Source: an optimization exercise on an open RTL-to-GDS flow (aim: small area). Production flows keep margins and buffers that such runs may drop. Function was checked by simulation only, so behaviour that the tests miss may differ from the original.

## run A
// CORDIC_tanInv_sqrt
module CORDIC_tanInv_sqrt(
    output [15:0] X0,
    output [15:0] Y0,
    output [15:0] Z0,
    input  [15:0] Xin,
    input  [15:0] Yin,
    input  [15:0] Zin,
    input  clk
);
Size in the first run: ~1900 cells after synthesis, ~840 flip-flops, roughly 31000 um2 of cells after synthesis.
clock: 7.0 ns
lec_check: 0
abc_area: 1
cap_margin: 20
core_margin: 2
core_utilization: 45
cts_buf_list: sky130_fd_sc_hd__clkbuf_8
cts_cluster_diameter: 50
cts_cluster_size: 16
slew_margin: 20
synth_hierarchical: 1
standard.sh (not shown) runs the stock make flow with config.mk's settings and CLKGATE_MAP_FILE= SYNTH_SCRIPT=/design/flow/synth_recipe.tcl, a recipe that flattens the netlist after the stock synthesis.
==> flow/flow/run.sh <==
#!/bin/bash
# Own flow: the standard layout, but with the smallest buffer as the port buffer.
set -euo pipefail
bash standard.sh BUFFER_PORTS_ARGS="-buffer_cell sky130_fd_sc_hd__buf_1" finish > standard_flow.log 2>&1
Run A went all the way through synthesis, placement and routing and the layout is clean on timing, DRC and antenna.
What run B does differently from run A at the input level:
Settings: CTS_BUF_LIST removed (was sky130_fd_sc_hd__clkbuf_8); CTS_CLUSTER_DIAMETER removed (was 50); CORE_UTILIZATION changed from 45 to 30; ABC_AREA removed (was 1); CTS_CLUSTER_SIZE removed (was 16).
==> flow/flow/run.sh <==
#!/bin/bash
# Own flow: the standard layout with the smallest buffer as the port buffer and
# a clock tree without dummy loads.
set -euo pipefail
bash standard.sh BUFFER_PORTS_ARGS="-buffer_cell sky130_fd_sc_hd__buf_1" \
  CTS_ARGS="-sink_clustering_enable -repair_clock_nets -buf_list sky130_fd_sc_hd__clkbuf_4 -sink_clustering_size 10 -sink_clustering_max_diameter 40 -dont_use_dummy_load" finish > standard_flow.log 2>&1
- Run B vs run A, endpoint of the worst setup timing path: e2_15$_DFF_P_ vs y10_15$_DFF_P_
- Going from run A to run B, number of flip-flops and latches in the synthesized netlist level; detail-routed net length per standard cell fell about 13%; final area -1.2%.
- Delta (run B minus run A): global-route usage now smaller, aggregate routed wire length now smaller.
> inputs changed (run B -> run C)
Settings: swapping 30 for 70 in CORE_UTILIZATION.
==> flow/flow/run.sh <==
#!/bin/bash
# Own flow: the standard layout with the smallest buffer as the port buffer and
# a clock tree without dummy loads.
set -euo pipefail
bash standard.sh BUFFER_PORTS_ARGS="-buffer_cell sky130_fd_sc_hd__buf_1" \
  CTS_ARGS="-sink_clustering_enable -repair_clock_nets -buf_list sky130_fd_sc_hd__clkbuf_4 -sink_clustering_size 10 -sink_clustering_max_diameter 60 -dont_use_dummy_load" finish > standard_flow.log 2>&1
Notes after the runs:
Each of the runs, namely run B and run C, reached the end of the flow and came out clean.
Utilization after layout was higher in run C than in run B.
| global-route usage over all layers | run C vs run B | 11 points higher |
## Diff of input files: run D against run C
Settings: putting ABC_AREA at 1 where nothing was set; swapping 70 for 45 in CORE_UTILIZATION; putting CTS_CLUSTER_DIAMETER at 50 where nothing was set; putting CTS_BUF_LIST at sky130_fd_sc_hd__clkbuf_8 where nothing was set; putting CTS_CLUSTER_SIZE at 16 where nothing was set.
==> flow/run.sh (new file) <==
#!/bin/bash
# synth_recipe.tcl (not shown) runs the flow's synth.tcl, then flattens the netlist and writes it again
# the make line also repeats each setting of config.mk as NAME=value (left out here)
make -C /OpenROAD-flow-scripts/flow DESIGN_CONFIG=/design/flow/config.mk WORK_HOME=/design/flow/orfs CLKGATE_MAP_FILE= SYNTH_SCRIPT=/design/flow/synth_recipe.tcl finish
removed: flow/flow/run.sh
removed: flow/standard.sh
==> summary.txt <==
Looking at the reports, run D completed the entire flow and the layout it produced met the timing, DRC and antenna checks.
Against run C, run D reports a setup slack that is lower.
Max area of the multi-input gates across run D and run C: run D
Comparing synthesis-to-finish area growth for run D and run C, the bigger number came from run D.
Run D vs run C, slowest stage cell on the critical path: sky130_fd_sc_hd__fa_1 vs sky130_fd_sc_hd__dfxtp_1
The inputs of run E differ from those of run D as listed below.
Settings: CTS_CLUSTER_DIAMETER no longer set, was 50; ABC_AREA no longer set, was 1; CTS_CLUSTER_SIZE no longer set, was 16; CORE_UTILIZATION now 80, was 45; CTS_BUF_LIST no longer set, was sky130_fd_sc_hd__clkbuf_8.
==> flow/flow/run.sh (new file) <==
#!/bin/bash
# Own flow: the standard layout with the smallest buffer as the port buffer and
# a clock tree without dummy loads.
set -euo pipefail
bash standard.sh BUFFER_PORTS_ARGS="-buffer_cell sky130_fd_sc_hd__buf_1" \
  CTS_ARGS="-sink_clustering_enable -repair_clock_nets -buf_list sky130_fd_sc_hd__clkbuf_4 -sink_clustering_size 10 -sink_clustering_max_diameter 40 -dont_use_dummy_load" finish > standard_flow.log 2>&1
==> flow/standard.sh (new file) <==
#!/bin/bash
# synth_recipe.tcl (not shown) runs the flow's synth.tcl, then flattens the netlist and writes it again
# the make line also repeats each setting of config.mk as NAME=value (left out here)
make -C /OpenROAD-flow-scripts/flow DESIGN_CONFIG=/design/flow/config.mk WORK_HOME=/design/flow/orfs CLKGATE_MAP_FILE= SYNTH_SCRIPT=/design/flow/synth_recipe.tcl "${@:-finish}"
removed: flow/run.sh
==> summary.txt <==
Going from run D to run E, cell area reported after detailed placement went down; layout overhead on the synthesized area saw a decrease.
Run E completed; timing, DRC and antenna clean


Starting RTL as in the previous note.
// CORDIC_tanInv_sqrt
module CORDIC_tanInv_sqrt(
    output [15:0] X0,
    output [15:0] Y0,
    output [15:0] Z0,
    input  [15:0] Xin,
    input  [15:0] Yin,
    input  [15:0] Zin,
    input  clk
);
clock: 7.0 ns
lec_check: 0
abc_area: 1
cap_margin: 20
core_margin: 2
core_utilization: 45
cts_buf_list: sky130_fd_sc_hd__clkbuf_8
cts_cluster_diameter: 50
cts_cluster_size: 16
slew_margin: 20
synth_hierarchical: 1
==> flow/flow/run.sh <==
#!/bin/bash
# Own flow: the standard layout with the smallest buffer as the port buffer and
# a clock tree without dummy loads.
set -euo pipefail
bash standard.sh BUFFER_PORTS_ARGS="-buffer_cell sky130_fd_sc_hd__buf_1" \
  CTS_ARGS="-sink_clustering_enable -repair_clock_nets -buf_list sky130_fd_sc_hd__clkbuf_8 -sink_clustering_size 16 -sink_clustering_max_diameter 50 -dont_use_dummy_load" finish > standard_flow.log 2>&1
The first run completed without violations.
Rerun with:
==> flow/flow/run.sh (replaced) <==
#!/bin/bash
# Own flow: the standard layout with the smallest buffer as the port buffer and
# a clock tree without dummy loads.
set -euo pipefail
bash standard.sh BUFFER_PORTS_ARGS="-buffer_cell sky130_fd_sc_hd__buf_1" \
  CTS_ARGS="-sink_clustering_enable -repair_clock_nets -buf_list sky130_fd_sc_hd__clkbuf_4 -sink_clustering_size 10 -sink_clustering_max_diameter 40 -dont_use_dummy_load" finish > standard_flow.log 2>&1
- ABC_AREA: 1 -> unset
- CAP_MARGIN: 20 -> 0
- CORE_UTILIZATION: 45 -> 70
- CTS_BUF_LIST: sky130_fd_sc_hd__clkbuf_8 -> unset
- CTS_CLUSTER_DIAMETER: 50 -> unset
- CTS_CLUSTER_SIZE: 16 -> unset
- SLEW_MARGIN: 20 -> 0
Final cell count shrinks by 11%.
Utilization grows by 26 points.
Die area went down by 36%.
Clock skew barely changes.
Sequential share of layout area increases by 1.4 points.
Global-route usage grows by 7.2 points.
Maximum frequency rises by 0.50%.
Count of clock-buffer cells in the layout came out higher by 25.
Rerun with:
==> flow/flow/run.sh (replaced) <==
#!/bin/bash
# Own flow: the standard layout with the smallest buffer as the port buffer and
# a clock tree without dummy loads.
set -euo pipefail
bash standard.sh BUFFER_PORTS_ARGS="-buffer_cell sky130_fd_sc_hd__buf_1" \
  CTS_ARGS="-sink_clustering_enable -repair_clock_nets -buf_list {sky130_fd_sc_hd__clkbuf_2 sky130_fd_sc_hd__clkbuf_4} -sink_clustering_size 10 -sink_clustering_max_diameter 40 -dont_use_dummy_load" finish > standard_flow.log 2>&1
- ABC_AREA: unset -> 1
- CAP_MARGIN: 0 -> 20
- CORE_UTILIZATION: 70 -> 45
- CTS_BUF_LIST: unset -> sky130_fd_sc_hd__clkbuf_8
- CTS_CLUSTER_DIAMETER: unset -> 50
- CTS_CLUSTER_SIZE: unset -> 16
- SLEW_MARGIN: 0 -> 20
The changed run passed the timing, DRC and antenna checks; maximum frequency decreases slightly; cell count grows by roughly a tenth; setup slack degrades by 0.048 ns; register-to-register slack is worse by 0.05 ns.
Rerun with:
==> flow/flow/run.sh (replaced) <==
#!/bin/bash
# Own flow: the standard layout with the smallest buffer as the port buffer and
# a clock tree without dummy loads.
set -euo pipefail
bash standard.sh BUFFER_PORTS_ARGS="-buffer_cell sky130_fd_sc_hd__buf_1" \
  CTS_ARGS="-sink_clustering_enable -repair_clock_nets -buf_list sky130_fd_sc_hd__clkbuf_4 -sink_clustering_size 10 -sink_clustering_max_diameter 40 -dont_use_dummy_load" finish > standard_flow.log 2>&1
- ABC_AREA: 1 -> unset
- CORE_UTILIZATION: 45 -> 60
- CTS_BUF_LIST: sky130_fd_sc_hd__clkbuf_8 -> unset
- CTS_CLUSTER_DIAMETER: 50 -> unset
- CTS_CLUSTER_SIZE: 16 -> unset
What happened:
- The changed run finished clean
- cell count is lower by a little under a tenth
- sequential share of layout area went up by 0.79 points
- flip-flop and latch count does not change
- synthesized area falls slightly
- via count goes down by a few percent
- wire length shrinks slightly
- design area shrinks slightly
- critical path depth is unchanged
- setup slack improves by 0.046 ns


CORDIC_tanInv_sqrt again, from the RTL that the note above started with.
clock: 7.0 ns
lec_check: 0
abc_area: 1
cap_margin: 20
core_margin: 2
core_utilization: 60
cts_buf_list: sky130_fd_sc_hd__clkbuf_8
cts_cluster_diameter: 40
cts_cluster_size: 20
slew_margin: 20
synth_hierarchical: 1
run.sh (not shown) runs the stock make flow with config.mk's settings and CLKGATE_MAP_FILE= SYNTH_SCRIPT=/design/flow/synth_recipe.tcl, a recipe that flattens the netlist after the stock synthesis.
Stock flow here: none of the scripts above is used.
The baseline finished clean.
==> next run, changes <==
==> flow/flow/run.sh (new file) <==
#!/bin/bash
# Own flow: the standard layout with the smallest buffer as the port buffer and
# a clock tree without dummy loads.
set -euo pipefail
bash standard.sh BUFFER_PORTS_ARGS="-buffer_cell sky130_fd_sc_hd__buf_1" \
  CTS_ARGS="-sink_clustering_enable -repair_clock_nets -buf_list sky130_fd_sc_hd__clkbuf_4 -sink_clustering_size 10 -sink_clustering_max_diameter 40 -dont_use_dummy_load" finish > standard_flow.log 2>&1
==> flow/standard.sh (new file) <==
#!/bin/bash
# synth_recipe.tcl (not shown) runs the flow's synth.tcl, then flattens the netlist and writes it again
# the make line also repeats each setting of config.mk as NAME=value (left out here)
make -C /OpenROAD-flow-scripts/flow DESIGN_CONFIG=/design/flow/config.mk WORK_HOME=/design/flow/orfs CLKGATE_MAP_FILE= SYNTH_SCRIPT=/design/flow/synth_recipe.tcl "${@:-finish}"
- ABC_AREA: 1 -> unset
- CORE_UTILIZATION: 60 -> 45
- CTS_BUF_LIST: sky130_fd_sc_hd__clkbuf_8 -> unset
- CTS_CLUSTER_DIAMETER: 40 -> unset
- CTS_CLUSTER_SIZE: 20 -> unset
- GPL_TIMING_DRIVEN: unset -> 0
removed: flow/run.sh
=>
- global-route usage shrinks by 5.1 points
- first-iteration DRC count drops by 19%
- utilization drops by 19 points
- routed wire length decreases by 5.5%
- setup slack got worse by 0.039 ns
- synthesized cell count falls by 3.2%
- design area falls by 3.9%
- sequential share of layout area climbs by 2.0 points
- register-to-register slack got worse by 0.04 ns
==> next run, changes <==
- CORE_UTILIZATION: 45 -> 75
- GPL_TIMING_DRIVEN: 0 -> unset
Outcome:
- critical path depth stays the same
- sequential cell count does not change
- worst setup slack gets better by 0.015 ns
- utilization increases by 30 points
- final area falls by 4.2%
- die area fell by 39%
- global-route usage is higher by 8.7 points


Starting RTL as in the previous note.
## CORDIC_tanInv_sqrt
module CORDIC_tanInv_sqrt(
    output [15:0] X0,
    output [15:0] Y0,
    output [15:0] Z0,
    input  [15:0] Xin,
    input  [15:0] Yin,
    input  [15:0] Zin,
    input  clk
);
clock: 7.0 ns
lec_check: 0
cap_margin: 20
core_margin: 2
core_utilization: 60
slew_margin: 20
synth_hierarchical: 1
standard.sh (not shown) runs the stock make flow with config.mk's settings and CLKGATE_MAP_FILE= SYNTH_SCRIPT=/design/flow/synth_recipe.tcl, a recipe that flattens the netlist after the stock synthesis.
==> flow/flow/run.sh <==
#!/bin/bash
# Own flow: the standard layout with the smallest buffer as the port buffer and
# a clock tree without dummy loads.
set -euo pipefail
bash standard.sh BUFFER_PORTS_ARGS="-buffer_cell sky130_fd_sc_hd__buf_1" \
  CTS_ARGS="-sink_clustering_enable -repair_clock_nets -buf_list sky130_fd_sc_hd__clkbuf_4 -sink_clustering_size 11 -sink_clustering_max_diameter 45 -dont_use_dummy_load" finish > standard_flow.log 2>&1
Rerun with:
==> flow/flow/run.sh (replaced) <==
#!/bin/bash
# Own flow: the standard layout with the smallest buffer as the port buffer and
# a clock tree without dummy loads.
set -euo pipefail
bash standard.sh BUFFER_PORTS_ARGS="-buffer_cell sky130_fd_sc_hd__buf_1" \
  CTS_ARGS="-sink_clustering_enable -repair_clock_nets -buf_list sky130_fd_sc_hd__clkbuf_4 -sink_clustering_size 10 -sink_clustering_max_diameter 40 -dont_use_dummy_load" finish > standard_flow.log 2>&1
Settings changed: ABC_AREA set to 1, CORE_UTILIZATION 60 to 45, CTS_BUF_LIST set to sky130_fd_sc_hd__clkbuf_8, CTS_CLUSTER_DIAMETER set to 50, CTS_CLUSTER_SIZE set to 16.
Effect: Fmax shrinks by 0.31%. Worst setup slack gets worse by 0.021 ns. Cell area grows by 2.0%. Die area grows by 34%. Wire length grows by 1.4%. Sequential cell count stays the same. Utilization shrinks by 15 points. Hold slack gets worse by 0.022 ns. Via count grows by 3.1%.
Rerun with:
==> flow/flow/run.sh (replaced) <==
#!/bin/bash
# Own flow: the standard layout with the smallest buffer as the port buffer and
# a clock tree without dummy loads.
set -euo pipefail
bash standard.sh BUFFER_PORTS_ARGS="-buffer_cell sky130_fd_sc_hd__buf_1" \
  CTS_ARGS="-sink_clustering_enable -repair_clock_nets -buf_list sky130_fd_sc_hd__clkbuf_4 -sink_clustering_size 12 -sink_clustering_max_diameter 40 -dont_use_dummy_load" finish > standard_flow.log 2>&1
Settings changed: ABC_AREA 1 to unset, CTS_BUF_LIST sky130_fd_sc_hd__clkbuf_8 to sky130_fd_sc_hd__clkbuf_4, CTS_CLUSTER_DIAMETER 50 to 40, CTS_CLUSTER_SIZE 16 to 10.
=> The changed run completed with no timing, DRC or antenna violations; via count goes down by 2.1%; design area goes down by about 0.6%; global-route usage goes down by 0.12 points; worst setup slack improves by 0.022 ns; clock-buffer cell count goes down by 8; first-iteration DRC count goes down by about 2.2%; non-clock buffer count stays the same.


Starting RTL as in the previous note.
Design CORDIC_tanInv_sqrt, start of the top module:
module CORDIC_tanInv_sqrt(
    output [15:0] X0,
    output [15:0] Y0,
    output [15:0] Z0,
    input  [15:0] Xin,
    input  [15:0] Yin,
    input  [15:0] Zin,
    input  clk
);
clock: 7.0 ns
lec_check: 0
cap_margin: 20
core_margin: 2
core_utilization: 70
slew_margin: 20
synth_hierarchical: 1
==> flow/flow/run.sh <==
#!/bin/bash
# Own flow: the standard layout with the smallest buffer as the port buffer and
# a clock tree without dummy loads.
set -euo pipefail
bash standard.sh BUFFER_PORTS_ARGS="-buffer_cell sky130_fd_sc_hd__buf_1" \
  CTS_ARGS="-sink_clustering_enable -repair_clock_nets -buf_list sky130_fd_sc_hd__clkbuf_4 -sink_clustering_size 10 -sink_clustering_max_diameter 40 -dont_use_dummy_load" finish > standard_flow.log 2>&1
Edit:
Settings changed: CORE_UTILIZATION 70 to 45, CTS_BUF_LIST from default to sky130_fd_sc_hd__clkbuf_4, CTS_CLUSTER_DIAMETER from default to 40, CTS_CLUSTER_SIZE from default to 10.
First-iteration DRC count goes down by 17%.
Clock skew goes up by 0.049 ns.
Synthesized area does not change.
Via count goes up by 0.57%.
Global-route usage goes down by 7.1 points.
Register-to-register slack got worse by 0.04 ns.
Core utilization goes down by 26 points.
Worst hold slack got worse by 0.051 ns.
Sequential cell count stays the same.
Die area goes up by about 54%.
Edit:
Settings changed: CAP_MARGIN 20 to 10, CORE_UTILIZATION 45 to 70, CTS_BUF_LIST sky130_fd_sc_hd__clkbuf_4 to default, CTS_CLUSTER_DIAMETER 40 to default, CTS_CLUSTER_SIZE 10 to default, SLEW_MARGIN 20 to 10.
Setup slack improves by 0.038 ns.
Critical path depth is unchanged.
Design area fell by 1.5%.
Global-route usage is higher by 7.1 points.
Fmax climbs by 0.57%.
First-iteration DRC count climbs by 21%.
Worst hold slack improved by 0.051 ns.
Clock skew came out lower by 0.049 ns.

==> afterwards: timing with drivers on the ports <==
How much do the figures lean on ideal ports? The routed layouts below were timed once more, with nothing changed but the port constraints.
Step 1 sets driving cells, clkbuf_16 on the clock port and buf_2 on the other inputs (assumed; they add their load-dependent delay and slew).
Step 2, shift: input delay + t, output delay - t, t = (earliest + latest rising clock arrival at the registers) / 2. This alone moves slack from input paths to output paths.
Three values: no drivers, after step 1, after step 2; two values: the first two.
run | t, ns | setup WS [ns] | slew at the worst register clock pin (ns) | worst slew at a driven data input, ns
run A | 0.712 | 0.210 / 0.210 / 0.210 | 0.10 / 0.10 | 0.04
run B | 0.893 | 0.231 / 0.231 / 0.231 | 0.10 / 0.10 | 0.04
run C | 0.848 | 0.212 / 0.212 / 0.212 | 0.11 / 0.11 | 0.04
run D | 0.710 | 0.173 / 0.173 / 0.173 | 0.09 / 0.09 | 0.04
run E | 0.837 | 0.175 / 0.175 / 0.175 | 0.10 / 0.10 | 0.04
the first run of note 2 | 0.680 | 0.212 / 0.212 / 0.212 | 0.09 / 0.09 | 0.04
the second run of note 2 | 0.838 | 0.246 / 0.246 / 0.246 | 0.11 / 0.11 | 0.04
the third run of note 2 | 0.879 | 0.198 / 0.198 / 0.198 | 0.11 / 0.11 | 0.04
the fourth run of note 2 | 0.842 | 0.244 / 0.244 / 0.244 | 0.11 / 0.11 | 0.03
the first run of note 3 | 0.736 | 0.244 / 0.244 / 0.244 | 0.10 / 0.10 | 0.04
the second run of note 3 | 0.879 | 0.206 / 0.206 / 0.206 | 0.11 / 0.11 | 0.04
the third run of note 3 | 0.831 | 0.220 / 0.220 / 0.220 | 0.11 / 0.11 | 0.04
the first run of note 4 | 0.848 | 0.219 / 0.219 / 0.219 | 0.12 / 0.12 | 0.03
the second run of note 4 | 0.879 | 0.198 / 0.198 / 0.198 | 0.11 / 0.11 | 0.04
the third run of note 4 | 0.885 | 0.220 / 0.220 / 0.220 | 0.12 / 0.12 | 0.03
the first run of note 5 | 0.838 | 0.246 / 0.246 / 0.246 | 0.11 / 0.11 | 0.04
the second run of note 5 | 0.881 | 0.208 / 0.208 / 0.208 | 0.10 / 0.10 | 0.03
the third run of note 5 | 0.838 | 0.246 / 0.246 / 0.246 | 0.11 / 0.11 | 0.04
After both steps every run listed still meets setup and hold.
